This design comes from an exercise in tuning for small area on the open sky130 flow, not from production work.
The RTL was checked by simulation tests, not by an equivalence proof against the original design.
Power and IR drop assume default switching activity.

==> design.v <==
module screen(input wire clk, input wire rst, output [3:0] vgaRed, output [3:0] vgaGreen,
    output [3:0] vgaBlue, output hsync, output vsync,
    input [2:0] color, input [3:0] blockcommand, input isenter, input choosing,
    input [4:0] keyboardcommand, input ischanged, input auto, output [15:0] led, output isdone);
    reg [9:0] pixel_cnt, line_cnt;
    always @(posedge clk) begin
        if (rst) pixel_cnt <= 10'd0;
        else if (pixel_cnt < 10'd799) pixel_cnt <= pixel_cnt + 10'd1;
        else pixel_cnt <= 10'd0;
    end
    always @(posedge clk) begin
        if (rst) line_cnt <= 10'd0;
        else if (pixel_cnt == 10'd799) begin
            if (line_cnt < 10'd524) line_cnt <= line_cnt + 10'd1;
            else line_cnt <= 10'd0;
        end
    end
    assign hsync = !((pixel_cnt >= 10'd656) && (pixel_cnt <= 10'd751));
    assign vsync = (pixel_cnt == 10'd0) ? !((line_cnt == 10'd490) || (line_cnt == 10'd491))
                                        : !((line_cnt == 10'd489) || (line_cnt == 10'd490));
    wire vis_line = (line_cnt < 10'd480);
    wire valid = (pixel_cnt < 10'd640) && vis_line;
    reg [9:0] ga;
    reg [7:0] gr, gr2;
    reg [5:0] gd;
    wire gc = (gr >= 8'd67), gc2 = (gr2 >= 8'd41);
    always @(posedge clk) begin
        if (rst || !vis_line) begin ga <= 10'd0; gr <= 8'd0; gd <= 6'd0; gr2 <= 8'd0; end
        else if (pixel_cnt == 10'd799) begin
            ga <= ga + {8'd0, gc, !gc};
            gr <= gc ? gr - 8'd67 : gr + 8'd183;
            gr2 <= gc2 ? gr2 - 8'd41 : gr2 + 8'd193;
            if (gc2 && !gc) gd <= gd + 6'd1;
            else if (gc && !gc2) gd <= gd - 6'd1;
        end
    end
    wire [12:1] blk, fr;
    wire blank;
    geom geom_inst(.h(pixel_cnt), .a(ga), .r(gr), .d(gd), .r2(gr2), .blk(blk), .fr(fr), .blank(blank));
    reg [2:0] ccode;
    always @(*) begin
        case (color)
            3'd0: ccode = 3'b100;  3'd1: ccode = 3'b010;  3'd2: ccode = 3'b001;
            3'd3: ccode = 3'b101;  3'd4: ccode = 3'b110;  3'd5: ccode = 3'b111;
            default: ccode = 3'b000;
        endcase
    end
    reg [35:0] cN;       
    reg [35:0] csN;      
    reg st, fl, prech;
    reg [1:0] ec;
    wire [71:0] cube;
    wire [35:0] store;        
    wire cstate;              
    wire [12:1] csnz;
    genvar gi;
    generate for (gi = 1; gi <= 12; gi = gi + 1) begin : g_entry
        always @(posedge clk) begin
            if (rst) cN[3*gi-1:3*gi-3] <= 3'd0;
            else if (choosing) begin
                if (st) cN[3*gi-1:3*gi-3] <= 3'd0;
                else if (blockcommand == gi) cN[3*gi-1:3*gi-3] <= ccode;
            end
        end
        always @(posedge clk) begin
            if (rst) csN[3*gi-1:3*gi-3] <= 3'd0;
            else if (choosing) begin
                if (st || !prech) csN[3*gi-1:3*gi-3] <= 3'd0;
                else if (cN[3*gi-1:3*gi-3] != 3'd0) csN[3*gi-1:3*gi-3] <= cN[3*gi-1:3*gi-3];
            end
            else csN[3*gi-1:3*gi-3] <= cube[3*gi-1:3*gi-3];
        end
        assign csnz[gi] = (csN[3*gi-1:3*gi-3] != 3'd0);
    end endgenerate
    wire colorfull = &csnz;
    always @(posedge clk or posedge rst) begin
        if (rst) begin st <= 1'b0; fl <= 1'b0; prech <= 1'b0; ec <= 2'd0; end
        else begin
            prech <= choosing;
            if (choosing) begin
                if (st) begin st <= 1'b0; fl <= 1'b1; end
                else if (ec == 2'd1 && !fl) st <= 1'b1;
            end
            if (isenter) begin
                case (ec)
                    2'd0: if (colorfull) ec <= 2'd1;
                    2'd1: ec <= 2'd2;
                    2'd2: if (colorfull) ec <= 2'd3;
                    default: ;
                endcase
            end
        end
    end
    wire tmpenter = (ec == 2'd1) && !fl && choosing;
    wire tmpenter2 = (ec == 2'd2) && choosing;
    wire load_done = !choosing && ec[1];
    wire bw;                  
    storecolor str1(.clk(clk), .rst(rst), .isenteronce(tmpenter), .isentertwice(tmpenter2),
                    .colors(csN), .store(store), .second(bw));
    wire [17:0] mv;
    cube_cntrl cub1(.clk(clk), .rst(rst), .mv(mv), .store(store), .second(bw),
                    .load_done(load_done), .state(cstate), .b(cube));
    wire ready0 = auto && !choosing && ec[1];
    wire dfd, tfd;
    wire [4:0] scode;
    wire schg;
    AIsolving sol(.clk(clk), .rst(rst), .ready(ready0), .cube(cube), .code(scode), .chg(schg),
                  .downfacedone(dfd), .topfacedone(tfd), .isdone(isdone));
    wire [4:0] cmd = auto ? scode : keyboardcommand;
    wire cmdchg = auto ? schg : ischanged;
    assign mv = (cmdchg && cmd < 5'd18) ? (18'd1 << cmd) : 18'd0;
    assign led = isdone ? 16'hffff : tfd ? 16'h03ff : dfd ? 16'h001f : 16'h0000;
    reg frame;
    always @(*) begin
        case (blockcommand)
            4'd2: frame = fr[2];   4'd3: frame = fr[3];   4'd4: frame = fr[4];
            4'd5: frame = fr[5];   4'd6: frame = fr[6];   4'd7: frame = fr[7];
            4'd8: frame = fr[8];   4'd9: frame = fr[9];   4'd10: frame = fr[10];
            4'd11: frame = fr[11]; 4'd12: frame = fr[12]; default: frame = fr[1];
        endcase
    end
    wire m_col = choosing && !ec[0];
    reg [2:0] bcode;
    integer k;
    always @(*) begin
        bcode = 3'd0;
        for (k = 1; k <= 12; k = k + 1)
            if (blk[k])
                bcode = bcode | (!choosing ? cube[3*k-1 -: 3] :
                                 !ec[0] ? csN[3*k-1 -: 3] :
                                 (!ec[1] || bw) ? store[3*k-1 -: 3] : 3'd0);
    end
    reg [11:0] rgb;
    always @(*) begin
        if (!valid) rgb = 12'h000;
        else if (frame) rgb = m_col ? 12'h60c : 12'h000;
        else if (|blk) rgb = {{4{bcode[2]}}, {bcode[1] | (bcode[2] & bcode[0]), {2{(bcode[1] & !bcode[2]) | (bcode[2] & bcode[0])}},
                              bcode[1] | (bcode[2] & bcode[0])}, {4{bcode[0] & !bcode[1]}}};
        else if (blank) rgb = 12'hffc;
        else rgb = 12'h000;
    end
    assign {vgaRed, vgaGreen, vgaBlue} = rgb;
endmodule
module geom(input [9:0] h, input [9:0] a, input [7:0] r, input [5:0] d, input [7:0] r2,
  output [12:1] blk, output [12:1] fr, output blank);
  wire [10:0] S = {1'b0,h} + {1'b0,a};
  wire [11:0] Du = {2'b0,h} + 12'd1024 - {2'b0,a};
  wire [11:0] D2u = Du - {6'b0,d};
  wire tA0 = (D2u>=12'd577) | ((D2u==12'd576) & (r2<=8'd209));
  wire h_1 = tA0;
  wire tA1 = (D2u>=12'd759) | ((D2u==12'd758) & (r2<=8'd97));
  wire h_2 = tA1;
  wire tA2 = (D2u>=12'd942) | ((D2u==12'd941) & (r2<=8'd219));
  wire h_3 = tA2;
  wire tB3 = (Du>=12'd1063) | ((Du==12'd1062) & (r<=8'd200));
  wire h_4 = tB3;
  wire tB4 = (Du>=12'd1163) | ((Du==12'd1162) & (r<=8'd197));
  wire h_5 = tB4;
  wire tC5 = (S>11'd508) | ((S==11'd508) & (r>=8'd123));
  wire h_6 = ~tC5;
  wire tC6 = (S>11'd606) | ((S==11'd606) & (r>=8'd5));
  wire h_7 = ~tC6;
  wire tC7 = (S>11'd702) | ((S==11'd702) & (r>=8'd196));
  wire h_8 = ~tC7;
  wire tC8 = (S>11'd879) | ((S==11'd879) & (r>=8'd112));
  wire h_9 = ~tC8;
  wire tC9 = (S>11'd1052) | ((S==11'd1052) & (r>=8'd162));
  wire h_10 = ~tC9;
  wire tA10 = (D2u>=12'd573) | ((D2u==12'd572) & (r2<=8'd127));
  wire tA11 = (D2u>=12'd763) | ((D2u==12'd762) & (r2<=8'd180));
  wire b_1 = tA10 & ~tA11;
  wire tA12 = (D2u>=12'd755) | ((D2u==12'd754) & (r2<=8'd15));
  wire tA13 = (D2u>=12'd945) | ((D2u==12'd944) & (r2<=8'd68));
  wire b_2 = tA12 & ~tA13;
  wire tA14 = (D2u>=12'd938) | ((D2u==12'd937) & (r2<=8'd137));
  wire tB15 = (Du>=12'd1066) | ((Du==12'd1065) & (r<=8'd84));
  wire b_3 = tA14 & ~tB15;
  wire tB16 = (Du>=12'd1059) | ((Du==12'd1058) & (r<=8'd66));
  wire tB17 = (Du>=12'd1166) | ((Du==12'd1165) & (r<=8'd81));
  wire b_4 = tB16 & ~tB17;
  wire tC18 = (S>11'd872) | ((S==11'd872) & (r>=8'd130));
  wire b_5 = ~tC9 & tC18;
  wire tC19 = (S>11'd699) | ((S==11'd699) & (r>=8'd80));
  wire b_6 = ~tC8 & tC19;
  wire tC20 = (S>11'd706) | ((S==11'd706) & (r>=8'd62));
  wire tC21 = (S>11'd602) | ((S==11'd602) & (r>=8'd139));
  wire b_7 = ~tC20 & tC21;
  wire tC22 = (S>11'd609) | ((S==11'd609) & (r>=8'd121));
  wire tC23 = (S>11'd505) | ((S==11'd505) & (r>=8'd7));
  wire b_8 = ~tC22 & tC23;
  wire tA24 = (D2u>=12'd580) | ((D2u==12'd579) & (r2<=8'd58));
  wire bp1 = tA10 & ~tA24;
  wire bp2 = tA12 & ~tA11;
  wire bp3 = tA14 & ~tA13;
  wire tC25 = (S>11'd1045) | ((S==11'd1045) & (r>=8'd180));
  wire bp4 = ~tC9 & tC25;
  wire bp5 = ~tC8 & tC18;
  wire bp6 = ~tC20 & tC19;
  wire bp7 = tB16 & ~tB15;
  wire tB26 = (Du>=12'd1159) | ((Du==12'd1158) & (r<=8'd63));
  wire bp8 = tB26 & ~tB17;
  wire bp9 = ~tC22 & tC21;
  wire tC27 = (S>11'd511) | ((S==11'd511) & (r>=8'd239));
  wire bp10 = ~tC27 & tC23;
  wire v_1 = (h>10'd222)&(h<10'd268);
  wire v_2 = (h>10'd272)&(h<10'd318);
  wire v_3 = (h>10'd322)&(h<10'd368);
  wire v_4 = (h>10'd372)&(h<10'd418);
  assign blk[1] = v_1&b_1&~bp1&~bp2;
  assign blk[2] = v_1&b_2&~bp2&~bp3;
  assign blk[3] = v_2&b_1&~bp1&~bp2;
  assign blk[4] = v_2&b_2&~bp2&~bp3;
  assign blk[5] = v_3&b_5&~bp4&~bp5;
  assign blk[6] = v_3&b_6&~bp5&~bp6;
  assign blk[7] = v_4&b_5&~bp4&~bp5;
  assign blk[8] = v_4&b_6&~bp5&~bp6;
  assign blk[9] = b_3&b_8&~bp3&~bp7&~bp9&~bp10;
  assign blk[10] = b_3&b_7&~bp6&~bp3&~bp7&~bp9;
  assign blk[11] = b_4&b_7&~bp6&~bp7&~bp8&~bp9;
  assign blk[12] = b_4&b_8&~bp7&~bp8&~bp9&~bp10;
  wire tC28 = (S>11'd505) | ((S==11'd505) & (r>=8'd7));
  wire tB29 = (Du>=12'd1166) | ((Du==12'd1165) & (r<=8'd81));
  wire tC30 = (S>11'd1052) | ((S==11'd1052) & (r>=8'd162));
  assign blank = (h<10'd218) | (h>10'd422) | ~tC28 | ~tA10 | tB29 | tC30;
  assign fr[1] = (bp2&(h>10'd218)&(h<10'd272))|((h>10'd268)&(h<10'd272)&h_1&~h_2)|(bp1&(h>10'd218)&(h<10'd272))|((h<10'd222)&~blank&~h_2);
  assign fr[2] = (bp3&(h>10'd218)&(h<10'd272))|((h>10'd268)&(h<10'd272)&h_2&~h_3)|(bp2&(h>10'd218)&(h<10'd272))|((h<10'd222)&~blank&~h_3&h_2);
  assign fr[3] = ((h>10'd268)&(h<10'd272)&h_1&~h_2)|((h>10'd268)&(h<10'd322)&bp1)|((h>10'd318)&(h<10'd322)&h_1&~h_2)|((h>10'd268)&(h<10'd322)&bp2);
  assign fr[4] = ((h>10'd268)&(h<10'd272)&h_2&~h_3)|((h>10'd268)&(h<10'd322)&bp2)|((h>10'd318)&(h<10'd322)&h_2&~h_3)|((h>10'd268)&(h<10'd322)&bp3);
  assign fr[5] = ((h>10'd318)&(h<10'd322)&h_1&~h_2)|((h>10'd318)&(h<10'd372)&bp4)|((h>10'd368)&(h<10'd372)&h_10&~h_9)|((h>10'd318)&(h<10'd372)&bp5);
  assign fr[6] = ((h>10'd318)&(h<10'd322)&h_2&~h_3)|((h>10'd318)&(h<10'd372)&bp5)|((h>10'd368)&(h<10'd372)&h_9&~h_8)|((h>10'd318)&(h<10'd372)&bp6);
  assign fr[7] = ((h>10'd368)&(h<10'd372)&h_10&~h_9)|((h>10'd368)&(h<10'd422)&bp4)|((h>10'd418)&(h<10'd422)&h_10&~h_9)|((h>10'd368)&(h<10'd422)&bp5);
  assign fr[8] = ((h>10'd368)&(h<10'd372)&h_9&~h_8)|((h>10'd368)&(h<10'd422)&bp5)|((h>10'd418)&(h<10'd422)&h_9&~h_8)|((h>10'd368)&(h<10'd422)&bp6);
  assign fr[9] = ((h>10'd218)&(h<10'd272)&bp3)|(h_3&~h_4&bp9)|(h_7&~h_6&bp7)|(h_3&~h_4&bp10);
  assign fr[10] = ((h>10'd268)&(h<10'd322)&bp3)|(h_3&~h_4&bp6)|(h_8&~h_7&bp7)|(h_3&~h_4&bp9);
  assign fr[11] = (h_8&~h_7&bp7)|(h_4&~h_5&bp6)|(h_8&~h_7&bp8)|(h_4&~h_5&bp9);
  assign fr[12] = (h_7&~h_6&bp7)|(h_4&~h_5&bp9)|(h_7&~h_6&bp8)|(h_4&~h_5&bp10);
endmodule
module storecolor(input wire clk, input wire rst, input wire isenteronce, input wire isentertwice,
    input wire [35:0] colors, output reg [35:0] store, output reg second);
    always @(posedge clk) begin
        if (rst) begin store <= 36'd0; second <= 1'b0; end
        else begin
            if (isenteronce || isentertwice) store <= colors;
            if (isentertwice) second <= 1'b1;
        end
    end
endmodule
module cube_cntrl(input wire clk, input wire rst, input wire [17:0] mv,
  input wire [35:0] store, input wire second, input wire load_done,
  output reg state, output reg [71:0] b);
  always @(posedge clk or posedge rst) begin
    if (rst) state <= 1'b0;
    else if (!state) state <= load_done;
  end
  wire ld = !state && !rst;
  wire [17:0] m = mv & {18{state}};
  wire ld1 = ld && !second;
  wire ld2 = ld && second;
  wire [71:0] nb;
  assign nb[2:0] = ({3{ld1}} & store[2:0])
      | ({3{ld2 | (state & ~(m[2] | m[3] | m[6] | m[7] | m[8] | m[9] | m[10] | m[11] | m[12] | m[13] | m[16] | m[17]))}} & b[2:0])
      | ({3{m[3] | m[13]}} & b[5:3])
      | ({3{m[2] | m[12]}} & b[8:6])
      | ({3{m[10] | m[17]}} & b[14:12])
      | ({3{m[6] | m[9]}} & b[26:24])
      | ({3{m[11] | m[16]}} & b[47:45])
      | ({3{m[7] | m[8]}} & b[65:63]);
  assign nb[5:3] = ({3{ld1}} & store[5:3])
      | ({3{ld2 | (state & ~(m[2] | m[3] | m[4] | m[5] | m[6] | m[7] | m[8] | m[9] | m[10] | m[11] | m[12] | m[13]))}} & b[5:3])
      | ({3{m[2] | m[12]}} & b[2:0])
      | ({3{m[3] | m[13]}} & b[11:9])
      | ({3{m[4] | m[10]}} & b[17:15])
      | ({3{m[6] | m[9]}} & b[35:33])
      | ({3{m[5] | m[11]}} & b[44:42])
      | ({3{m[7] | m[8]}} & b[62:60]);
  assign nb[8:6] = ({3{ld1}} & store[8:6])
      | ({3{ld2 | (state & ~(m[0] | m[1] | m[2] | m[3] | m[8] | m[9] | m[10] | m[11] | m[12] | m[13] | m[16] | m[17]))}} & b[8:6])
      | ({3{m[3] | m[13]}} & b[2:0])
      | ({3{m[2] | m[12]}} & b[11:9])
      | ({3{m[10] | m[17]}} & b[20:18])
      | ({3{m[1] | m[9]}} & b[29:27])
      | ({3{m[11] | m[16]}} & b[41:39])
      | ({3{m[0] | m[8]}} & b[68:66]);
  assign nb[11:9] = ({3{ld1}} & store[11:9])
      | ({3{ld2 | (state & ~(m[0] | m[1] | m[2] | m[3] | m[4] | m[5] | m[8] | m[9] | m[10] | m[11] | m[12] | m[13]))}} & b[11:9])
      | ({3{m[2] | m[12]}} & b[5:3])
      | ({3{m[3] | m[13]}} & b[8:6])
      | ({3{m[4] | m[10]}} & b[23:21])
      | ({3{m[1] | m[9]}} & b[32:30])
      | ({3{m[5] | m[11]}} & b[38:36])
      | ({3{m[0] | m[8]}} & b[71:69]);
  assign nb[14:12] = ({3{ld1}} & store[14:12])
      | ({3{ld2 | (state & ~(m[0] | m[1] | m[2] | m[3] | m[8] | m[9] | m[10] | m[11] | m[12] | m[13] | m[16] | m[17]))}} & b[14:12])
      | ({3{m[11] | m[16]}} & b[2:0])
      | ({3{m[1] | m[9]}} & b[17:15])
      | ({3{m[0] | m[8]}} & b[20:18])
      | ({3{m[2] | m[12]}} & b[29:27])
      | ({3{m[10] | m[17]}} & b[59:57])
      | ({3{m[3] | m[13]}} & b[62:60]);
  assign nb[17:15] = ({3{ld1}} & store[17:15])
      | ({3{ld2 | (state & ~(m[0] | m[1] | m[2] | m[3] | m[4] | m[5] | m[8] | m[9] | m[10] | m[11] | m[12] | m[13]))}} & b[17:15])
      | ({3{m[5] | m[11]}} & b[5:3])
      | ({3{m[0] | m[8]}} & b[14:12])
      | ({3{m[1] | m[9]}} & b[23:21])
      | ({3{m[2] | m[12]}} & b[26:24])
      | ({3{m[4] | m[10]}} & b[56:54])
      | ({3{m[3] | m[13]}} & b[71:69]);
  assign nb[20:18] = ({3{ld1}} & store[20:18])
      | ({3{ld2 | (state & ~(m[0] | m[1] | m[8] | m[9] | m[10] | m[11] | m[12] | m[13] | m[14] | m[15] | m[16] | m[17]))}} & b[20:18])
      | ({3{m[11] | m[16]}} & b[8:6])
      | ({3{m[1] | m[9]}} & b[14:12])
      | ({3{m[0] | m[8]}} & b[23:21])
      | ({3{m[12] | m[15]}} & b[32:30])
      | ({3{m[10] | m[17]}} & b[53:51])
      | ({3{m[13] | m[14]}} & b[65:63]);
  assign nb[23:21] = ({3{ld1}} & store[23:21])
      | ({3{ld2 | (state & ~(m[0] | m[1] | m[4] | m[5] | m[8] | m[9] | m[10] | m[11] | m[12] | m[13] | m[14] | m[15]))}} & b[23:21])
      | ({3{m[5] | m[11]}} & b[11:9])
      | ({3{m[0] | m[8]}} & b[17:15])
      | ({3{m[1] | m[9]}} & b[20:18])
      | ({3{m[12] | m[15]}} & b[35:33])
      | ({3{m[4] | m[10]}} & b[50:48])
      | ({3{m[13] | m[14]}} & b[68:66]);
  assign nb[26:24] = ({3{ld1}} & store[26:24])
      | ({3{ld2 | (state & ~(m[2] | m[3] | m[4] | m[5] | m[6] | m[7] | m[8] | m[9] | m[10] | m[11] | m[12] | m[13]))}} & b[26:24])
      | ({3{m[7] | m[8]}} & b[2:0])
      | ({3{m[3] | m[13]}} & b[17:15])
      | ({3{m[4] | m[10]}} & b[29:27])
      | ({3{m[5] | m[11]}} & b[35:33])
      | ({3{m[2] | m[12]}} & b[41:39])
      | ({3{m[6] | m[9]}} & b[50:48]);
  assign nb[29:27] = ({3{ld1}} & store[29:27])
      | ({3{ld2 | (state & ~(m[0] | m[1] | m[2] | m[3] | m[4] | m[5] | m[8] | m[9] | m[10] | m[11] | m[12] | m[13]))}} & b[29:27])
      | ({3{m[0] | m[8]}} & b[8:6])
      | ({3{m[3] | m[13]}} & b[14:12])
      | ({3{m[5] | m[11]}} & b[26:24])
      | ({3{m[4] | m[10]}} & b[32:30])
      | ({3{m[2] | m[12]}} & b[38:36])
      | ({3{m[1] | m[9]}} & b[56:54]);
  assign nb[32:30] = ({3{ld1}} & store[32:30])
      | ({3{ld2 | (state & ~(m[0] | m[1] | m[4] | m[5] | m[8] | m[9] | m[10] | m[11] | m[12] | m[13] | m[14] | m[15]))}} & b[32:30])
      | ({3{m[0] | m[8]}} & b[11:9])
      | ({3{m[13] | m[14]}} & b[20:18])
      | ({3{m[5] | m[11]}} & b[29:27])
      | ({3{m[4] | m[10]}} & b[35:33])
      | ({3{m[12] | m[15]}} & b[44:42])
      | ({3{m[1] | m[9]}} & b[59:57]);
  assign nb[35:33] = ({3{ld1}} & store[35:33])
      | ({3{ld2 | (state & ~(m[4] | m[5] | m[6] | m[7] | m[8] | m[9] | m[10] | m[11] | m[12] | m[13] | m[14] | m[15]))}} & b[35:33])
      | ({3{m[7] | m[8]}} & b[5:3])
      | ({3{m[13] | m[14]}} & b[23:21])
      | ({3{m[4] | m[10]}} & b[26:24])
      | ({3{m[5] | m[11]}} & b[32:30])
      | ({3{m[12] | m[15]}} & b[47:45])
      | ({3{m[6] | m[9]}} & b[53:51]);
  assign nb[38:36] = ({3{ld2}} & store[2:0])
      | ({3{state & ~(m[2] | m[3] | m[4] | m[5] | m[6] | m[7] | m[8] | m[9] | m[10] | m[11] | m[12] | m[13])}} & b[38:36])
      | ({3{m[4] | m[10]}} & b[11:9])
      | ({3{m[3] | m[13]}} & b[29:27])
      | ({3{m[7] | m[8]}} & b[41:39])
      | ({3{m[6] | m[9]}} & b[44:42])
      | ({3{m[5] | m[11]}} & b[50:48])
      | ({3{m[2] | m[12]}} & b[62:60]);
  assign nb[41:39] = ({3{ld2}} & store[5:3])
      | ({3{state & ~(m[2] | m[3] | m[6] | m[7] | m[8] | m[9] | m[10] | m[11] | m[12] | m[13] | m[16] | m[17])}} & b[41:39])
      | ({3{m[10] | m[17]}} & b[8:6])
      | ({3{m[3] | m[13]}} & b[26:24])
      | ({3{m[6] | m[9]}} & b[38:36])
      | ({3{m[7] | m[8]}} & b[47:45])
      | ({3{m[11] | m[16]}} & b[53:51])
      | ({3{m[2] | m[12]}} & b[71:69]);
  assign nb[44:42] = ({3{ld2}} & store[8:6])
      | ({3{state & ~(m[4] | m[5] | m[6] | m[7] | m[8] | m[9] | m[10] | m[11] | m[12] | m[13] | m[14] | m[15])}} & b[44:42])
      | ({3{m[4] | m[10]}} & b[5:3])
      | ({3{m[13] | m[14]}} & b[32:30])
      | ({3{m[7] | m[8]}} & b[38:36])
      | ({3{m[6] | m[9]}} & b[47:45])
      | ({3{m[5] | m[11]}} & b[56:54])
      | ({3{m[12] | m[15]}} & b[65:63]);
  assign nb[47:45] = ({3{ld2}} & store[11:9])
      | ({3{state & ~(m[6] | m[7] | m[8] | m[9] | m[10] | m[11] | m[12] | m[13] | m[14] | m[15] | m[16] | m[17])}} & b[47:45])
      | ({3{m[10] | m[17]}} & b[2:0])
      | ({3{m[13] | m[14]}} & b[35:33])
      | ({3{m[6] | m[9]}} & b[41:39])
      | ({3{m[7] | m[8]}} & b[44:42])
      | ({3{m[11] | m[16]}} & b[59:57])
      | ({3{m[12] | m[15]}} & b[68:66]);
  assign nb[50:48] = ({3{ld2}} & store[14:12])
      | ({3{state & ~(m[4] | m[5] | m[6] | m[7] | m[8] | m[9] | m[10] | m[11] | m[12] | m[13] | m[14] | m[15])}} & b[50:48])
      | ({3{m[5] | m[11]}} & b[23:21])
      | ({3{m[7] | m[8]}} & b[26:24])
      | ({3{m[4] | m[10]}} & b[38:36])
      | ({3{m[12] | m[15]}} & b[53:51])
      | ({3{m[13] | m[14]}} & b[56:54])
      | ({3{m[6] | m[9]}} & b[65:63]);
  assign nb[53:51] = ({3{ld2}} & store[17:15])
      | ({3{state & ~(m[6] | m[7] | m[8] | m[9] | m[10] | m[11] | m[12] | m[13] | m[14] | m[15] | m[16] | m[17])}} & b[53:51])
      | ({3{m[11] | m[16]}} & b[20:18])
      | ({3{m[7] | m[8]}} & b[35:33])
      | ({3{m[10] | m[17]}} & b[41:39])
      | ({3{m[13] | m[14]}} & b[50:48])
      | ({3{m[12] | m[15]}} & b[59:57])
      | ({3{m[6] | m[9]}} & b[62:60]);
  assign nb[56:54] = ({3{ld2}} & store[20:18])
      | ({3{state & ~(m[0] | m[1] | m[4] | m[5] | m[8] | m[9] | m[10] | m[11] | m[12] | m[13] | m[14] | m[15])}} & b[56:54])
      | ({3{m[5] | m[11]}} & b[17:15])
      | ({3{m[0] | m[8]}} & b[29:27])
      | ({3{m[4] | m[10]}} & b[44:42])
      | ({3{m[12] | m[15]}} & b[50:48])
      | ({3{m[13] | m[14]}} & b[59:57])
      | ({3{m[1] | m[9]}} & b[68:66]);
  assign nb[59:57] = ({3{ld2}} & store[23:21])
      | ({3{state & ~(m[0] | m[1] | m[8] | m[9] | m[10] | m[11] | m[12] | m[13] | m[14] | m[15] | m[16] | m[17])}} & b[59:57])
      | ({3{m[11] | m[16]}} & b[14:12])
      | ({3{m[0] | m[8]}} & b[32:30])
      | ({3{m[10] | m[17]}} & b[47:45])
      | ({3{m[13] | m[14]}} & b[53:51])
      | ({3{m[12] | m[15]}} & b[56:54])
      | ({3{m[1] | m[9]}} & b[71:69]);
  assign nb[62:60] = ({3{ld2}} & store[26:24])
      | ({3{state & ~(m[2] | m[3] | m[6] | m[7] | m[8] | m[9] | m[10] | m[11] | m[12] | m[13] | m[16] | m[17])}} & b[62:60])
      | ({3{m[6] | m[9]}} & b[5:3])
      | ({3{m[2] | m[12]}} & b[14:12])
      | ({3{m[3] | m[13]}} & b[38:36])
      | ({3{m[7] | m[8]}} & b[53:51])
      | ({3{m[11] | m[16]}} & b[65:63])
      | ({3{m[10] | m[17]}} & b[71:69]);
  assign nb[65:63] = ({3{ld2}} & store[29:27])
      | ({3{state & ~(m[6] | m[7] | m[8] | m[9] | m[10] | m[11] | m[12] | m[13] | m[14] | m[15] | m[16] | m[17])}} & b[65:63])
      | ({3{m[6] | m[9]}} & b[2:0])
      | ({3{m[12] | m[15]}} & b[20:18])
      | ({3{m[13] | m[14]}} & b[44:42])
      | ({3{m[7] | m[8]}} & b[50:48])
      | ({3{m[10] | m[17]}} & b[62:60])
      | ({3{m[11] | m[16]}} & b[68:66]);
  assign nb[68:66] = ({3{ld2}} & store[32:30])
      | ({3{state & ~(m[0] | m[1] | m[8] | m[9] | m[10] | m[11] | m[12] | m[13] | m[14] | m[15] | m[16] | m[17])}} & b[68:66])
      | ({3{m[1] | m[9]}} & b[8:6])
      | ({3{m[12] | m[15]}} & b[23:21])
      | ({3{m[13] | m[14]}} & b[47:45])
      | ({3{m[0] | m[8]}} & b[56:54])
      | ({3{m[10] | m[17]}} & b[65:63])
      | ({3{m[11] | m[16]}} & b[71:69]);
  assign nb[71:69] = ({3{ld2}} & store[35:33])
      | ({3{state & ~(m[0] | m[1] | m[2] | m[3] | m[8] | m[9] | m[10] | m[11] | m[12] | m[13] | m[16] | m[17])}} & b[71:69])
      | ({3{m[1] | m[9]}} & b[11:9])
      | ({3{m[2] | m[12]}} & b[17:15])
      | ({3{m[3] | m[13]}} & b[41:39])
      | ({3{m[0] | m[8]}} & b[59:57])
      | ({3{m[11] | m[16]}} & b[62:60])
      | ({3{m[10] | m[17]}} & b[68:66]);
  always @(posedge clk) b <= nb;
endmodule
module AIsolving(input wire clk, input wire rst, input wire ready, input wire [71:0] cube,
    output reg [4:0] code, output reg chg, output wire downfacedone, output wire topfacedone,
    output reg isdone);
    localparam WHITE = 3'b101, YELLOW = 3'b111;
    reg [7:0] pc, npc;
    reg [4:0] cnt, ncnt;
    reg [8:0] x, nx;
    wire [24:1] wh, ye;
    genvar gi;
    generate for (gi = 1; gi <= 24; gi = gi + 1) begin : g_col
        assign wh[gi] = (cube[3*gi-1:3*gi-3] == WHITE);
        assign ye[gi] = (cube[3*gi-1:3*gi-3] == YELLOW);
    end endgenerate
    wire [2:0] s1 = cube[2:0], s2 = cube[5:3], s3 = cube[8:6], s4 = cube[11:9];
    wire [2:0] s5 = cube[14:12], s6 = cube[17:15], s7 = cube[20:18], s8 = cube[23:21];
    wire [2:0] s13 = cube[38:36], s14 = cube[41:39], s15 = cube[44:42], s16 = cube[47:45];
    wire [2:0] s17 = cube[50:48], s18 = cube[53:51], s19 = cube[56:54], s20 = cube[59:57];
    wire e13 = (s1 == s3), e24 = (s2 == s4), e12 = (s1 == s2), e68 = (s6 == s8);
    wire [3:0] pairs = {3'd0, e13} + {3'd0, e24} + {3'd0, s5 == s7} + {3'd0, e68} +
                       {3'd0, s13 == s15} + {3'd0, s14 == s16} + {3'd0, s17 == s19} + {3'd0, s18 == s20};
    reg scanw, findw, spacew;
    always @(*) begin
        case (cnt)
            5'd1: scanw = wh[1]; 5'd2: scanw = wh[2]; 5'd3: scanw = wh[3]; 5'd4: scanw = wh[4]; 5'd5: scanw = wh[5]; 5'd6: scanw = wh[6]; 5'd7: scanw = wh[7]; 5'd8: scanw = wh[8]; 5'd9: scanw = wh[9]; 5'd10: scanw = wh[10]; 5'd11: scanw = wh[11]; 5'd12: scanw = wh[12]; 5'd13: scanw = wh[13]; 5'd14: scanw = wh[14]; 5'd15: scanw = wh[15]; 5'd16: scanw = wh[16]; 5'd17: scanw = wh[17]; 5'd18: scanw = wh[18]; 5'd19: scanw = wh[19]; 5'd20: scanw = wh[20]; 5'd21: scanw = wh[21]; 5'd22: scanw = wh[22]; 5'd23: scanw = wh[23]; 5'd24: scanw = wh[24];
            default: scanw = 1'b0;
        endcase
        case (cnt)
            5'd1: findw = wh[4]; 5'd2: findw = wh[6]; 5'd3: findw = wh[10]; 5'd4: findw = wh[8]; 5'd5: findw = wh[19]; 5'd6: findw = wh[11]; 5'd7: findw = wh[17]; 5'd8: findw = wh[15]; 5'd9: findw = wh[12]; 5'd10: findw = wh[13]; 5'd11: findw = wh[2]; 5'd12: findw = wh[9]; 5'd13: findw = wh[3]; 5'd14: findw = wh[5]; 5'd15: findw = wh[7]; 5'd16: findw = wh[20]; 5'd17: findw = wh[18]; 5'd18: findw = wh[16]; 5'd19: findw = wh[14]; 5'd20: findw = wh[1];
            default: findw = 1'b0;
        endcase
        case (cnt)
            5'd1: spacew = wh[24]; 5'd2: spacew = wh[23]; 5'd3: spacew = wh[22]; 5'd4: spacew = wh[21];
            default: spacew = 1'b1;
        endcase
    end
    wire act = (cnt[2:0] == 3'd7);
    wire [2:0] cur1 = x[2:0] + {2'b00, scanw};
    wire faceend = (cnt == 5'd4) | (cnt == 5'd8) | (cnt == 5'd12) | (cnt == 5'd16) | (cnt == 5'd20) | (cnt == 5'd24);
    reg [2:0] faceidx;
    always @(*) begin
        case (cnt)
            5'd4: faceidx = 3'd0; 5'd8: faceidx = 3'd1; 5'd12: faceidx = 3'd2;
            5'd16: faceidx = 3'd3; 5'd20: faceidx = 3'd4; default: faceidx = 3'd5;
        endcase
    end
    reg wkeep, wjmp;
    reg [4:0] wmv;
    reg [7:0] wtgt;
    wire isw = !((pc[7:3] == 5'd0) || (pc == 8'd64) || (pc[7:4] == 4'b1000));
    wire [7:0] wnext = wjmp ? wtgt : pc + 8'd1;
    always @(*) begin
        wkeep = 1'b0; wmv = 5'd31; wjmp = 1'b0; wtgt = 8'd0;
        case (pc)
            8'd8: begin wmv = 5'd12; wjmp = 1'b1; wtgt = 8'd3; end  
            8'd9: begin wmv = 5'd17; wjmp = 1'b1; wtgt = 8'd5; end  
            8'd10: begin wmv = 5'd31; wjmp = 1'b1; wtgt = 8'd3; end  
            8'd11: begin wmv = 5'd0; end  
            8'd12: begin wmv = 5'd5; end  
            8'd13: begin wmv = 5'd1; wjmp = 1'b1; wtgt = 8'd10; end  
            8'd14: begin wmv = 5'd3; end  
            8'd15: begin wmv = 5'd4; end  
            8'd16: begin wmv = 5'd2; wjmp = 1'b1; wtgt = 8'd10; end  
            8'd17: begin wmv = 5'd4; end  
            8'd18: begin wmv = 5'd4; end  
            8'd19: begin wmv = 5'd2; end  
            8'd20: begin wmv = 5'd4; end  
            8'd21: begin wmv = 5'd31; wjmp = 1'b1; wtgt = 8'd33; end  
            8'd22: begin wmv = 5'd31; wjmp = 1'b1; wtgt = 8'd33; end  
            8'd23: begin wmv = 5'd31; wjmp = 1'b1; wtgt = 8'd34; end  
            8'd24: begin wmv = 5'd31; wjmp = 1'b1; wtgt = 8'd35; end  
            8'd25: begin wmv = 5'd4; end  
            8'd26: begin wmv = 5'd31; wjmp = 1'b1; wtgt = 8'd33; end  
            8'd27: begin wmv = 5'd4; end  
            8'd28: begin wmv = 5'd31; wjmp = 1'b1; wtgt = 8'd34; end  
            8'd29: begin wmv = 5'd4; end  
            8'd30: begin wmv = 5'd31; wjmp = 1'b1; wtgt = 8'd35; end  
            8'd31: begin wmv = 5'd31; wjmp = 1'b1; wtgt = 8'd33; end  
            8'd32: begin wmv = 5'd31; wjmp = 1'b1; wtgt = 8'd45; end  
            8'd33: begin wmv = 5'd4; wjmp = 1'b1; wtgt = 8'd11; end  
            8'd34: begin wmv = 5'd5; wjmp = 1'b1; wtgt = 8'd14; end  
            8'd35: begin wmv = 5'd3; wjmp = 1'b1; wtgt = 8'd17; end  
            8'd36: begin wmv = 5'd4; wjmp = 1'b1; wtgt = 8'd22; end  
            8'd37: begin wmv = 5'd4; wjmp = 1'b1; wtgt = 8'd23; end  
            8'd38: begin wmv = 5'd4; wjmp = 1'b1; wtgt = 8'd24; end  
            8'd39: begin wmv = 5'd4; wjmp = 1'b1; wtgt = 8'd25; end  
            8'd40: begin wmv = 5'd4; wjmp = 1'b1; wtgt = 8'd27; end  
            8'd41: begin wmv = 5'd4; wjmp = 1'b1; wtgt = 8'd29; end  
            8'd42: begin wmv = 5'd5; wjmp = 1'b1; wtgt = 8'd31; end  
            8'd43: begin wmv = 5'd5; wjmp = 1'b1; wtgt = 8'd53; end  
            8'd44: begin wmv = 5'd5; wjmp = 1'b1; wtgt = 8'd54; end  
            8'd45: begin wmv = 5'd0; wjmp = 1'b1; wtgt = 8'd55; end  
            8'd46: begin wmv = 5'd3; wjmp = 1'b1; wtgt = 8'd58; end  
            8'd47: begin wmv = 5'd17; wjmp = 1'b1; wtgt = 8'd61; end  
            8'd48: begin wmv = 5'd17; wjmp = 1'b1; wtgt = 8'd62; end  
            8'd49: begin wmv = 5'd17; wjmp = 1'b1; wtgt = 8'd63; end  
            8'd50: begin wmv = 5'd17; wjmp = 1'b1; wtgt = 8'd56; end  
            8'd51: begin wmv = 5'd16; wjmp = 1'b1; wtgt = 8'd58; end  
            8'd52: begin wmv = 5'd16; wjmp = 1'b1; wtgt = 8'd59; end  
            8'd53: begin wmv = 5'd31; wjmp = 1'b1; wtgt = 8'd34; end  
            8'd54: begin wmv = 5'd31; wjmp = 1'b1; wtgt = 8'd35; end  
            8'd55: begin wmv = 5'd5; end  
            8'd56: begin wmv = 5'd1; end  
            8'd57: begin wmv = 5'd31; wjmp = 1'b1; wtgt = 8'd33; end  
            8'd58: begin wmv = 5'd4; end  
            8'd59: begin wmv = 5'd2; end  
            8'd60: begin wmv = 5'd31; wjmp = 1'b1; wtgt = 8'd34; end  
            8'd61: begin wmv = 5'd31; wjmp = 1'b1; wtgt = 8'd45; end  
            8'd62: begin wmv = 5'd31; wjmp = 1'b1; wtgt = 8'd46; end  
            8'd63: begin wmv = 5'd17; wjmp = 1'b1; wtgt = 8'd32; end  
            8'd65: begin wmv = 5'd1; end  
            8'd66: begin wmv = 5'd5; end  
            8'd67: begin wmv = 5'd0; end  
            8'd68: begin wmv = 5'd5; end  
            8'd69: begin wmv = 5'd1; end  
            8'd70: begin wmv = 5'd4; end  
            8'd71: begin wmv = 5'd4; end  
            8'd72: begin wmv = 5'd0; wjmp = 1'b1; wtgt = 8'd144; end  
            8'd73: begin wmv = 5'd0; end  
            8'd74: begin wmv = 5'd4; end  
            8'd75: begin wmv = 5'd1; end  
            8'd76: begin wmv = 5'd4; end  
            8'd77: begin wmv = 5'd0; end  
            8'd78: begin wmv = 5'd5; end  
            8'd79: begin wmv = 5'd5; end  
            8'd80: begin wmv = 5'd1; wjmp = 1'b1; wtgt = 8'd144; end  
            8'd81: begin wmv = 5'd2; end  
            8'd82: begin wmv = 5'd1; end  
            8'd83: begin wmv = 5'd3; end  
            8'd84: begin wmv = 5'd0; end  
            8'd85: begin wmv = 5'd4; end  
            8'd86: begin wmv = 5'd0; end  
            8'd87: begin wmv = 5'd5; end  
            8'd88: begin wmv = 5'd1; wjmp = 1'b1; wtgt = 8'd144; end  
            8'd89: begin wmv = 5'd0; end  
            8'd90: begin wmv = 5'd4; end  
            8'd91: begin wmv = 5'd1; end  
            8'd92: begin wmv = 5'd5; end  
            8'd93: begin wmv = 5'd1; end  
            8'd94: begin wmv = 5'd2; end  
            8'd95: begin wmv = 5'd0; end  
            8'd96: begin wmv = 5'd3; wjmp = 1'b1; wtgt = 8'd144; end  
            8'd97: begin wmv = 5'd2; end  
            8'd98: begin wmv = 5'd0; end  
            8'd99: begin wmv = 5'd4; end  
            8'd100: begin wmv = 5'd1; end  
            8'd101: begin wmv = 5'd5; end  
            8'd102: begin wmv = 5'd3; wjmp = 1'b1; wtgt = 8'd144; end  
            8'd103: begin wmv = 5'd0; end  
            8'd104: begin wmv = 5'd0; end  
            8'd105: begin wmv = 5'd4; end  
            8'd106: begin wmv = 5'd4; end  
            8'd107: begin wmv = 5'd1; end  
            8'd108: begin wmv = 5'd4; end  
            8'd109: begin wmv = 5'd4; end  
            8'd110: begin wmv = 5'd1; end  
            8'd111: begin wmv = 5'd1; wjmp = 1'b1; wtgt = 8'd144; end  
            8'd112: begin wmv = 5'd2; end  
            8'd113: begin wmv = 5'd0; end  
            8'd114: begin wmv = 5'd4; end  
            8'd115: begin wmv = 5'd1; end  
            8'd116: begin wmv = 5'd5; end  
            8'd117: begin wmv = 5'd0; end  
            8'd118: begin wmv = 5'd4; end  
            8'd119: begin wmv = 5'd1; end  
            8'd120: begin wmv = 5'd5; end  
            8'd121: begin wmv = 5'd3; wjmp = 1'b1; wtgt = 8'd144; end  
            8'd144: begin wmv = 5'd31; wjmp = 1'b1; wtgt = 8'd128; end  
            8'd145: begin wmv = 5'd4; wjmp = 1'b1; wtgt = 8'd129; end  
            8'd146: begin wmv = 5'd1; end  
            8'd147: begin wmv = 5'd1; end  
            8'd148: begin wmv = 5'd2; end  
            8'd149: begin wmv = 5'd2; end  
            8'd150: begin wmv = 5'd0; end  
            8'd151: begin wmv = 5'd0; wjmp = 1'b1; wtgt = 8'd129; wkeep = 1'b1; end  
            8'd152: begin wmv = 5'd12; end  
            8'd153: begin wmv = 5'd12; wjmp = 1'b1; wtgt = 8'd130; end  
            8'd154: begin wmv = 5'd12; end  
            8'd155: begin wmv = 5'd12; wjmp = 1'b1; wtgt = 8'd132; end  
            8'd156: begin wmv = 5'd12; end  
            8'd157: begin wmv = 5'd12; wjmp = 1'b1; wtgt = 8'd133; end  
            8'd158: begin wmv = 5'd1; end  
            8'd159: begin wmv = 5'd2; end  
            8'd160: begin wmv = 5'd1; end  
            8'd161: begin wmv = 5'd2; end  
            8'd162: begin wmv = 5'd2; end  
            8'd163: begin wmv = 5'd6; end  
            8'd164: begin wmv = 5'd3; end  
            8'd165: begin wmv = 5'd6; wjmp = 1'b1; wtgt = 8'd129; wkeep = 1'b1; end  
            8'd166: begin wmv = 5'd1; end  
            8'd167: begin wmv = 5'd1; end  
            8'd168: begin wmv = 5'd4; end  
            8'd169: begin wmv = 5'd1; end  
            8'd170: begin wmv = 5'd1; end  
            8'd171: begin wmv = 5'd4; end  
            8'd172: begin wmv = 5'd16; end  
            8'd173: begin wmv = 5'd1; end  
            8'd174: begin wmv = 5'd1; end  
            8'd175: begin wmv = 5'd4; end  
            8'd176: begin wmv = 5'd1; end  
            8'd177: begin wmv = 5'd1; wjmp = 1'b1; wtgt = 8'd129; wkeep = 1'b1; end  
            8'd178: begin wmv = 5'd2; end  
            8'd179: begin wmv = 5'd0; end  
            8'd180: begin wmv = 5'd5; end  
            8'd181: begin wmv = 5'd1; end  
            8'd182: begin wmv = 5'd5; end  
            8'd183: begin wmv = 5'd0; end  
            8'd184: begin wmv = 5'd4; end  
            8'd185: begin wmv = 5'd1; end  
            8'd186: begin wmv = 5'd3; end  
            8'd187: begin wmv = 5'd0; end  
            8'd188: begin wmv = 5'd4; end  
            8'd189: begin wmv = 5'd1; end  
            8'd190: begin wmv = 5'd5; end  
            8'd191: begin wmv = 5'd1; end  
            8'd192: begin wmv = 5'd2; end  
            8'd193: begin wmv = 5'd0; end  
            8'd194: begin wmv = 5'd3; wjmp = 1'b1; wtgt = 8'd136; end  
            8'd195: begin wmv = 5'd0; end  
            8'd196: begin wmv = 5'd4; end  
            8'd197: begin wmv = 5'd1; end  
            8'd198: begin wmv = 5'd5; end  
            8'd199: begin wmv = 5'd1; end  
            8'd200: begin wmv = 5'd2; end  
            8'd201: begin wmv = 5'd0; end  
            8'd202: begin wmv = 5'd0; end  
            8'd203: begin wmv = 5'd5; end  
            8'd204: begin wmv = 5'd1; end  
            8'd205: begin wmv = 5'd5; end  
            8'd206: begin wmv = 5'd0; end  
            8'd207: begin wmv = 5'd4; end  
            8'd208: begin wmv = 5'd1; end  
            8'd209: begin wmv = 5'd3; wjmp = 1'b1; wtgt = 8'd129; wkeep = 1'b1; end  
            default: ;
        endcase
    end
    task waitmove(input [4:0] m);
        begin
            if (!act) ncnt = cnt + 5'd1;
            else begin ncnt = 5'd0; code = m; chg = 1'b1; end
        end
    endtask
    always @(*) begin
        npc = pc; ncnt = cnt; nx = x; code = 5'd31; chg = 1'b0; isdone = 1'b0;
        if (ready) begin
            if (isw) begin
                if (!act) ncnt = cnt + 5'd1;
                else begin
                    code = wmv; chg = 1'b1; npc = wnext;
                    if (!wkeep) ncnt = 5'd0;
                end
            end else case (pc)
                8'd0: begin
                    ncnt = cnt + 5'd1;
                    nx[2:0] = cur1;
                    if (faceend) begin
                        nx[2:0] = 3'd0;
                        if (cur1 > x[5:3]) begin nx[5:3] = cur1; nx[8:6] = faceidx; end
                    end
                    if (cnt == 5'd24) begin npc = 8'd1; ncnt = 5'd0; end
                end
                8'd1: begin
                    ncnt = cnt + 5'd1;
                    if (cnt == 5'd6) begin npc = 8'd2; ncnt = 5'd0; end
                end
                8'd2: begin
                    if (!act) ncnt = cnt + 5'd1;
                    else begin
                        ncnt = 5'd0; chg = 1'b1; npc = 8'd3;
                        case (x[8:6])
                            3'd0: code = 5'd9;
                            3'd1: code = 5'd12;
                            3'd2: begin code = 5'd12; npc = 8'd8; end
                            3'd3: code = 5'd13;
                            3'd4: code = 5'd8;
                            default: code = 5'd31;
                        endcase
                    end
                end
                8'd3: begin
                    ncnt = cnt + 5'd1;
                    if (cnt == 5'd0) nx[2:0] = 3'd4;
                    else if (!spacew) nx[2:0] = cnt[2:0] - 3'd1;
                    if (cnt == 5'd4) begin ncnt = 5'd0; npc = 8'd4; end
                end
                8'd4: begin
                    if (!act) ncnt = cnt + 5'd1;
                    else begin
                        ncnt = 5'd0; chg = 1'b1; npc = 8'd5;
                        case (x[2:0])
                            3'd0: code = 5'd31;
                            3'd1: code = 5'd17;
                            3'd2: begin code = 5'd17; npc = 8'd9; end
                            3'd3: code = 5'd16;
                            3'd4: begin code = 5'd31; npc = 8'd64; end
                            default: code = 5'd31;
                        endcase
                    end
                end
                8'd5: begin
                    ncnt = cnt + 5'd1;
                    if (cnt == 5'd0) nx[8:4] = 5'd21;
                    else if (findw) nx[8:4] = cnt;
                    if (cnt == 5'd20) begin ncnt = 5'd0; npc = 8'd6; end
                end
                8'd6: begin
                    if (x[8:4] == 5'd21) npc = 8'd64;
                    else if (x[8:4] >= 5'd1 && x[8:4] <= 5'd20) npc = {3'b001, x[8:4]};
                end
                8'd64: begin
                    if (ye[12] & ye[2] & ye[6] & ye[19]) npc = 8'd65;
                    else if (ye[9] & ye[4] & ye[8] & ye[17]) npc = 8'd73;
                    else if (ye[12] & ye[10] & ye[2] & ye[8]) npc = 8'd81;
                    else if (ye[2] & ye[10] & ye[11] & ye[17]) npc = 8'd89;
                    else if (ye[10] & ye[11] & ye[13] & ye[15]) npc = 8'd97;
                    else if (ye[2] & ye[4] & ye[17] & ye[19]) npc = 8'd103;
                    else if (ye[4] & ye[13] & ye[15] & ye[19]) npc = 8'd112;
                    else if (ye[9] & ye[10] & ye[11] & ye[12]) begin npc = 8'd144; ncnt = 5'd0; end
                    else waitmove(5'd10);
                end
                8'd128: case (pairs)
                    4'd0: npc = 8'd146;
                    4'd1: npc = 8'd130;
                    4'd2: npc = 8'd131;
                    4'd4: npc = 8'd132;
                    4'd5: npc = 8'd133;
                    default: npc = 8'd134;
                endcase
                8'd130: if (e24) npc = 8'd135; else if (e13) npc = 8'd152; else waitmove(5'd10);
                8'd131: if (e13 & e24) npc = 8'd166; else if (!e13 & !e24) waitmove(5'd10); else waitmove(5'd16);
                8'd132: npc = e24 ? 8'd154 : 8'd178;
                8'd133: npc = (e24 & e68) ? 8'd156 : 8'd137;
                8'd134: npc = 8'd129;
                8'd135: if (e12) npc = 8'd158; else waitmove(5'd16);
                8'd136: if (e12) npc = 8'd129; else waitmove(5'd4);
                8'd137: if (s13 == s15) npc = 8'd195; else waitmove(5'd4);
                8'd129: if (s1 != s2 && s13 != s14) npc = 8'd145; else isdone = 1'b1;
                default: ;
            endcase
        end
    end
    assign downfacedone = ready & (pc[7] | pc[6]);
    assign topfacedone = ready & pc[7];
    always @(posedge clk or posedge rst) begin
        if (rst) begin pc <= 8'd0; cnt <= 5'd31; x <= 9'd0; end
        else begin pc <= npc; cnt <= ncnt; x <= nx; end
    end
endmodule
==> flow/run.sh <==
#!/bin/bash
# Own layout flow: the standard synthesis, then an area re-mapping of the
# combinational logic (flip-flops untouched), then the standard flow from
# floorplan to finish with a lighter clock tree and port buffers.
set -euo pipefail
W=$(pwd)
F=$W/flow
YOSYS=${FLOW_HOME}/../tools/install/yosys/bin/yosys
[[ -x $YOSYS ]] || YOSYS=yosys
PLAT=${FLOW_PLATFORM:-sky130hd}
LIB=${FLOW_HOME}/platforms/$PLAT/lib/sky130_fd_sc_hd__tt_025C_1v80.lib
R=$W/orfs/results/$PLAT/screen/base

# 1. standard synthesis
bash standard.sh synth > $W/log_1_synth.txt 2>&1

# 2. area re-mapping of the logic between the flip-flops
cp $R/1_2_yosys.v $W/std_1_2_yosys.v
DU=$(sed -n '/DONT_USE_CELLS/,/^$/p' ${FLOW_HOME}/platforms/$PLAT/config.mk | grep -o 'sky130_fd_sc_hd__[A-Za-z0-9_]*' | sed 's/^/-dont_use /' | tr '\n' ' ')
sed -e "s|@LIB@|$LIB|g" -e "s|@IN@|$W/std_1_2_yosys.v|" -e "s|@TOP@|${FLOW_TOP:-screen}|" \
    -e "s|@ABC@|$F/area.abc|" -e "s|@OUT@|$W/reopt_1_2_yosys.v|g" -e "s|@DONTUSE@|$DU|" $F/reopt.ys > $W/reopt.ys
$YOSYS -s $W/reopt.ys > $W/log_2_reopt.txt 2>&1
cp $W/reopt_1_2_yosys.v $R/1_2_yosys.v
touch $R/1_2_yosys.v

# 3. the standard flow from the re-mapped netlist
bash standard.sh \
  "CTS_ARGS=-sink_clustering_enable -repair_clock_nets -buf_list sky130_fd_sc_hd__clkbuf_4 -dont_use_dummy_load -sink_clustering_size 6 -sink_clustering_max_diameter 60" \
  "BUFFER_PORTS_ARGS=-buffer_cell sky130_fd_sc_hd__buf_1" \
  finish > $W/log_3_finish.txt 2>&1
==> flow/area.abc <==
&get -n
&deepsyn -T 120
&put
&get -n
&st
&dch
&nf -R 1000 -a -p
&put
mfs2
&get -n
&deepsyn -T 120
&put
&get -n
&st
&dch
&nf -R 1000 -a -p
&put
mfs2
&get -n
&deepsyn -T 120
&put
&get -n
&st
&dch
&nf -R 1000 -a -p
&put
mfs2
&get -n
&deepsyn -T 120
&put
&get -n
&st
&dch
&nf -R 1000 -a -p
&put
mfs2
&get -n
&st
&dch
&nf -R 1000 -a -p
&put
mfs2
&get -n
&st
&dch
&nf -R 1000 -a -p
&put
mfs2
&get -n
&st
&dch
&nf -R 1000 -a -p
&put
topo
==> flow/reopt.ys <==
# Re-map the standard synthesis's logic for area. The flip-flop cells are kept as
# they are (blackboxes: same instances, names and cell types); only the
# combinational cells between them are rebuilt by ABC.
read_liberty -ignore_miss_func @LIB@
blackbox sky130_fd_sc_hd__df* sky130_fd_sc_hd__edf* sky130_fd_sc_hd__sdf* sky130_fd_sc_hd__sedf* sky130_fd_sc_hd__dl*
read_verilog @IN@
hierarchy -top @TOP@
flatten
opt -purge
abc -liberty @LIB@ @DONTUSE@ -script @ABC@
read_liberty -lib -overwrite -ignore_miss_func @LIB@
opt_clean -purge
setundef -zero
hilomap -singleton -hicell sky130_fd_sc_hd__conb_1 HI -locell sky130_fd_sc_hd__conb_1 LO
splitnets
opt_clean -purge
insbuf -buf sky130_fd_sc_hd__buf_1 A X
check -assert -mapped
tee -o @OUT@.stat stat -liberty @LIB@
write_verilog -noattr -nohex -nodec @OUT@
==> standard.sh <==
#!/bin/bash
# synth_recipe.tcl (not shown) runs the flow's synth.tcl, then flattens the netlist and writes it again
# the make line also repeats each setting of config.mk as NAME=value (left out here)
make -C /OpenROAD-flow-scripts/flow DESIGN_CONFIG=/design/flow/config.mk WORK_HOME=/design/flow/orfs CLKGATE_MAP_FILE= SYNTH_SCRIPT=/design/flow/synth_recipe.tcl "${@:-finish}"
==> config.mk <==
export PLATFORM = sky130hd
export DESIGN_NAME = screen
export DESIGN_NICKNAME = screen
export VERILOG_FILES = /design/flow/design.v
export SDC_FILE = /design/flow/constraint.sdc
export NUM_CORES = 8
export LEC_CHECK = 0
export CAP_MARGIN = 0
export CORE_MARGIN = 2
export CORE_UTILIZATION = 45
export CTS_BUF_LIST = sky130_fd_sc_hd__clkbuf_4
export GPL_TIMING_DRIVEN = 0
export PLACE_DENSITY = 0.6
export SLEW_MARGIN = 0
==> constraint.sdc <==
create_clock -name core_clock -period 16.0 [get_ports {clk}]
set_input_delay 3.2000 -clock core_clock [delete_from_list [all_inputs] [get_ports {clk}]]
set_output_delay 3.2000 -clock core_clock [all_outputs]
set_load 0.01 [all_outputs]
==> flow_metrics.py, run 1 <==
metrics = {
    "final_layout": {
        "nets": 2510,
        "n_fill_cell": 3963,
        "multi_input_area_um2": 12100,
        "seq_area_um2": 5370,
        "drive_gt1_frac": 0.0378,
        "final_area_um2": 19300,
        "area_delta_synth_final_pct": 9.09,
    },
    "sta": {
        "worst_pin_slew_ns": 1.40,
        "slew_viol_final": 0,
        "fin_skew_ns": 0.153,
        "rsz0062_at_grt": "no",
        "timing_hold_violations_final": 0,
        "clock.fmax_mhz": 87.4,
        "setup_viol": 0,
        "max_slew_margin": 0.0661,
        "min_period_ns": 11.44,
        "period_share": 0.715,
        "fin_tns_setup_ns": 0,
    },
    "pwr": {
        "power_frac_seq": 0.430,
        "powerDensity_nw_per_um2": 152,
        "pwr-share-clk": 0.137,
        "ir_worst_vdd_v": 0.000104,
        "switching_share": 0.536,
        "p_leak_nw": 6.55,
        "switching_power_mw": 1.57,
        "p_comb_frac": 0.433,
        "power_mw": 2.93,
        "p_int_mw": 1.36,
    },
    "critical_path": {
        "start_kind": "flop",
        "worstPathRequired_ns": 12.80,
        "critPathKind": "reg2out",
        "crit_path_end_kind": "primary output",
        "arrival_ns": 8.24,
        "worstPathMaxFanout": 10,
    },
    "global_route": {
        "grt.met1_usage": 0.515,
        "first_global_vias": 19800,
        "busiest_layer": "met2",
        "grt_usage": 0.374,
        "grtUsageMet2": 0.546,
        "met3_usage": 0.112,
        "grt_max_degree": 40,
        "grt_remaining_overflow": 0,
        "grt_pass1_wl_um": 120000,
        "grt_antenna_before_repair": 2,
    },
    "placement": {
        "gp_congestion": 0.995,
        "post-dp-hpwl_um": 55900,
        "io_buffer_count": 48,
        "placed_area_um2": 18900,
    },
    "die": {
        "ioPinCount": 49,
        "die_area_um2": 40900,
        "coreArea_um2": 38700,
        "start_util": 0.456,
        "rows": 72,
        "die_y_um": 202,
        "die-width_um": 202,
    },
    "clock_tree": {
        "holdBufCountCts": 0,
        "cts_setup_buffers": 0,
        "cts.root.buffer_cell": "clkbuf_4",
        "clock_sinks": 261,
        "cts.htree.levels": 2,
        "numCtsBuffers": 51,
        "clkLatencyLatePin_ns": 0.82,
        "post_cts_resized": 0,
        "tritoncts": "built",
        "cts_buffer_depth": 3,
        "cts.reportedPaths.clkPinSlew_ns": 0.08,
    },
    "routing": {
        "drc_errors": 0,
        "avgRoutedWirePerCell_um": 26.1,
        "ant_nets": 0,
        "firstDrtPassIters": 17,
        "via_per_inst": 7.15,
        "first_iter_violations": 3846,
        "vias": 21500,
        "finalWirelength_um": 78700,
    },
    "synth": {
        "postSynthCellCount": 2368,
        "syn-mean-instance-area_um2": 7.47,
        "synthesis.nets": 2386,
        "ys_warn_count": 4,
        "syn-cell-area_um2": 17700,
    },
    "job": {
        "drv_cap": 0,
    },
    "outcome": {
        "status": "finished clean",
    },
    "min_path": {
        "hp-class": "reg2reg",
    },
}
[critical path: stages (launching register included)]
cell,delay (ns)
dfxtp_1,0.58
clkinv_1,0.29
a21oi_1,0.21
a21oi_1,0.07
xnor2_1,0.57
maj3_1,0.34
maj3_1,0.22
a21oi_1,0.14
maj3_1,0.44
maj3_1,0.42
xor2_1,0.47
nand2_1,0.19
and2_0,0.22
or3_1,0.41
a21oi_1,0.19
nor3_1,0.14
nand2_1,0.19
nor2_1,0.10
a22o_1,0.25
a221oi_1,0.26
nand4_1,0.18
a2111oi_0,0.46
nand2_1,0.19
o21ai_0,0.35
o22ai_1,0.16
a21boi_0,0.17
buf_1,0.11
buf_1,0.12
[flip-flops by register name, summed over array words and instances, names as in the netlist]
register	flops
ec	2
gd	6
line_cnt	10
sol.x	9
str1.second	1
sol.cnt	5
cub1.b	72
str1.store	36
ga	10
gr	8
sol.pc	8
prech	1
gr2	8
fl	1
pixel_cnt	10
cN	36
csN	36
cub1.state	1
st	1
[layout make-up]
cell class              count  share of cell area
inverters                  40             0.00778
multi-input cells        2039               0.629
repair buffers             71              0.0253
plain buffers              28             0.00545
well taps                 518              0.0336
clock buffers              51              0.0198
diodes                      2            0.000259
flip-flops and latches    261               0.278
[layout by cell type (no fill, tap or decap), drive strengths merged, types with 20 or more instances in the layout]
cell      n
nand2   288
nor2    272
dfxtp   233
a21oi   206
o21ai   177
a222oi  153
nand3   123
nor3    114
buf      98
a22oi    76
clkbuf   52
xnor2    48
a22o     47
xor2     45
nand2b   40
clkinv   39
a31oi    39
nor2b    37
and2     32
nand4    27
o31ai    23
dfrtp    23
and3     23
or2      20
[stage by stage]
| stage | setup slack (ns) | hold slack [ns] | cells | util |
|---|---|---|---|---|
| finish | 4.56 | 0.477 | 3010 | 0.498 |
| global route | 3.92 | 0.487 | 3010 | 0.498 |
| CTS | 4.59 | 0.473 | 3007 | 0.498 |
| detailed placement | 4.82 | 0.457 | 2956 | 0.488 |
| global placement | 1.51 | 0.446 | 2934 | 0.478 |
| floorplan | 6.87 | 0.429 | 2368 | - |
[power by group through the flow]
stage               registers [mW]  logic (mW)  clock network [mW]
floorplan                     1.00       0.890                   0
global placement              1.23        1.20                   0
detailed placement            1.22        1.22                   0
CTS                           1.21        1.23               0.410
global route                  1.25        1.37               0.439
finish                        1.26        1.27               0.402
[layer usage]
layer,wire length [um],part of all wire,vias up
met4,3540,0.045,2
met2,32100,0.41,1643
met5,30,0.00038,-
li1,-,-,9553
met1,32200,0.41,10000
met3,10800,0.14,305
[path summary, 6_finish.rpt]
check,startpoint,end,slack (ns),depth (start not counted)
setup / recovery,pixel_cnt[1],vgaGreen[1],4.56,27
min in group asynchronous,rst,fl,2.82,2
hold reg to reg,fl,fl,0.48,1
max in group asynchronous,rst,sol.x[6],12.48,2
hold / removal,fl,fl,0.48,1
setup reg to reg,sol.pc[2],cub1.b[60],6.97,23
==> run 2: changes to the inputs <==
--- a/config.mk
+++ b/config.mk
@@ -7,8 +7,8 @@
 export LEC_CHECK = 0
 export CAP_MARGIN = 0
 export CORE_MARGIN = 2
-export CORE_UTILIZATION = 45
+export CORE_UTILIZATION = 60
 export CTS_BUF_LIST = sky130_fd_sc_hd__clkbuf_4
 export GPL_TIMING_DRIVEN = 0
-export PLACE_DENSITY = 0.6
+export PLACE_DENSITY = 0.75
 export SLEW_MARGIN = 0
==> run 2 against run 1 <==
  * The layout now fails its checks (capacitance limit, slew limit)
  * Cell count decreased by 4.7%
  * Non-clock buffer count unchanged
  * Die area decreased by 25%
  * Clock power decreased by 3%
  * Clock skew decreased by 0.027 ns
  * Worst setup slack got worse by 0.63 ns
  * Largest cell class unchanged
==> flow_metrics.py, run 2 <==
metrics = {
    "final_layout": {
        "area_delta_synth_final_pct": 8.41,
        "top_register": "cub1.b",
        "instances_no_fill": 2869,
        "nets": 2502,
        "largest_reg_flops": 72,
        "n_fill_cell": 2548,
        "drive_gt1_frac": 0.0395,
        "final_cell_mix": "nand2_1, nor2_1, dfxtp_1, a21oi_1, o21ai_0",
        "final_common_cell": "nand2_1",
        "multi_input_area_um2": 12100,
        "seq_area_um2": 5370,
    },
    "sta": {
        "max_slew_margin": -0.0257,
        "hold_slack_ns": 0.465,
        "setup_viol": 0,
        "timing_hold_violations_final": 0,
        "worst_pin_slew_ns": 1.54,
        "finalWorstSetupSlack_ns": 3.94,
        "rsz0062_at_grt": "no",
        "slew_viol_final": 11,
        "clock.fmax_mhz": 82.9,
        "fin_tns_setup_ns": 0,
        "period_share": 0.754,
        "min_period_ns": 12.06,
        "fin_skew_ns": 0.126,
    },
    "placement": {
        "dp.cells": 2815,
        "dpl_worst_slack_ns": 4.87,
        "post-dp-hpwl_um": 51400,
        "io_buffer_count": 48,
        "gp_congestion": 1.02,
    },
    "critical_path": {
        "start_kind": "flop",
        "critPathKind": "reg2out",
        "crit_path_end_kind": "primary output",
        "worstPathMaxFanout": 10,
        "slowest_delay_ns": 0.57,
        "crit_family": "compound AO/OA/AOI/OAI gates",
        "critPathSlowestCell": "dfxtp_1",
        "reg2reg_slack_ns": 7.46,
        "crit_top_cell": "o21ai_0",
        "worstPathRequired_ns": 12.80,
        "arrival_ns": 8.86,
        "worst-path-buf-inv": 4,
    },
    "synth": {
        "synthesis.nets": 2379,
        "syn-cell-area_um2": 17600,
        "postSynthCellCount": 2361,
        "syn-mean-instance-area_um2": 7.45,
        "ys_warn_count": 4,
    },
    "global_route": {
        "grt_remaining_overflow": 0,
        "first_global_vias": 20600,
        "grt_usage": 0.471,
        "grt_pass1_wl_um": 115000,
        "grt_antenna_before_repair": 3,
        "grt_max_degree": 43,
    },
    "pwr": {
        "p_comb_frac": 0.074,
        "pwr-share-clk": 0.337,
        "power_frac_seq": 0.588,
        "ir_worst_vdd_v": 0.0000804,
        "switching_power_uw": 322,
        "p_leak_nw": 6.59,
        "power_mw": 1.16,
        "p_int_uw": 833,
        "powerDensity_nw_per_um2": 60.5,
        "switching_share": 0.279,
    },
    "clock_tree": {
        "cts_buffer_depth": 3,
        "cts.root.buffer_cell": "clkbuf_4",
        "clkLatencyLatePin_ns": 0.76,
        "tritoncts": "built",
        "clock_sinks": 261,
        "numCtsBuffers": 50,
        "post_cts_resized": 0,
        "holdBufCountCts": 0,
        "cts.htree.levels": 2,
        "cts.reportedPaths.clkPinSlew_ns": 0.08,
        "cts_setup_buffers": 0,
    },
    "outcome": {
        "status": "failed layout checks",
        "failed_checks": "capacitance limit, slew limit",
    },
    "routing": {
        "drc_errors": 0,
        "first_iter_violations": 5585,
        "firstDrtPassIters": 23,
        "vias": 22000,
        "ant_nets": 0,
        "via_per_inst": 7.65,
        "avgRoutedWirePerCell_um": 25.8,
        "finalWirelength_um": 74000,
    },
    "die": {
        "start_util": 0.612,
        "die_area_um2": 30700,
        "ioPinCount": 49,
        "rows": 62,
        "coreArea_um2": 28800,
        "die_y_um": 175,
        "die-width_um": 175,
    },
    "min_path": {
        "hp-class": "reg2reg",
    },
    "job": {
        "drv_cap": 1,
    },
}
==> run 2: cell type report <==
cell class              count  share of cell area
flip-flops and latches    261               0.282
multi-input cells        2038               0.634
well taps                 384              0.0252
repair buffers             71              0.0273
plain buffers              28             0.00551
inverters                  34             0.00669
diodes                      3            0.000393
clock buffers              50              0.0197
==> run 2: path summary, 6_finish.rpt <==
check,start,to,cells after the start
setup / recovery,pixel_cnt[0],vgaGreen[2],35
hold / removal,csN[4],str1.store[4],1
setup reg to reg,sol.pc[2],cub1.b[13],24
hold reg to reg,csN[4],str1.store[4],1
max in group asynchronous,rst,sol.pc[3],2
min in group asynchronous,rst,fl,2
==> run 2: stage by stage <==
step	util	instance area, um2
2_1_floorplan	-	17600
3_3_place_gp	0.635	18300
3_5_place_dp	0.649	18700
4_1_cts	0.662	19100
5_1_grt	0.663	19100
6_report	0.663	19100
==> run 2: power by group through the flow <==
stage | clock network, mW | logic, mW | registers, mW
after floorplan | 0 | 0.0547 | 0.690
after global placement | 0 | 0.0761 | 0.693
after detailed placement | 0 | 0.0828 | 0.694
after CTS | 0.382 | 0.0833 | 0.679
after global routing | 0.410 | 0.0948 | 0.682
final | 0.389 | 0.0860 | 0.680
==> run 2: per-layer routing <==
metal	part of all wire	track usage
met1	0.36	0.590
met2	0.41	0.682
met3	0.16	0.211
met4	0.066	0.238
met5	0.00058	0

==> separate check: timing with driven ports <==
Ports are ideal in the flow. The routed layouts listed here were re-timed in OpenROAD.
Step 1 sets driving cells, clkbuf_16 on the clock port and buf_2 on the other inputs (assumed; they add their load-dependent delay and slew).
Step 2, shift: input delay + t, output delay - t, t = (earliest + latest rising clock arrival at the registers) / 2. This alone moves slack from input paths to output paths.
Slacks: ideal ports / drivers / drivers and shift; pairs: ideal ports / drivers.
run	t, ns	slack for setup (ns)	hold WS [ns]	worst setup path after step 2	clock arrival spread, ns
run 1	0.790	4.564 / 4.517 / 4.612	0.477 / 0.477 / 0.477	input to output	0.160 / 0.160
run 2	0.739	3.939 / 3.892 / 4.631	0.465 / 0.465 / 0.465	register to output	0.126 / 0.126
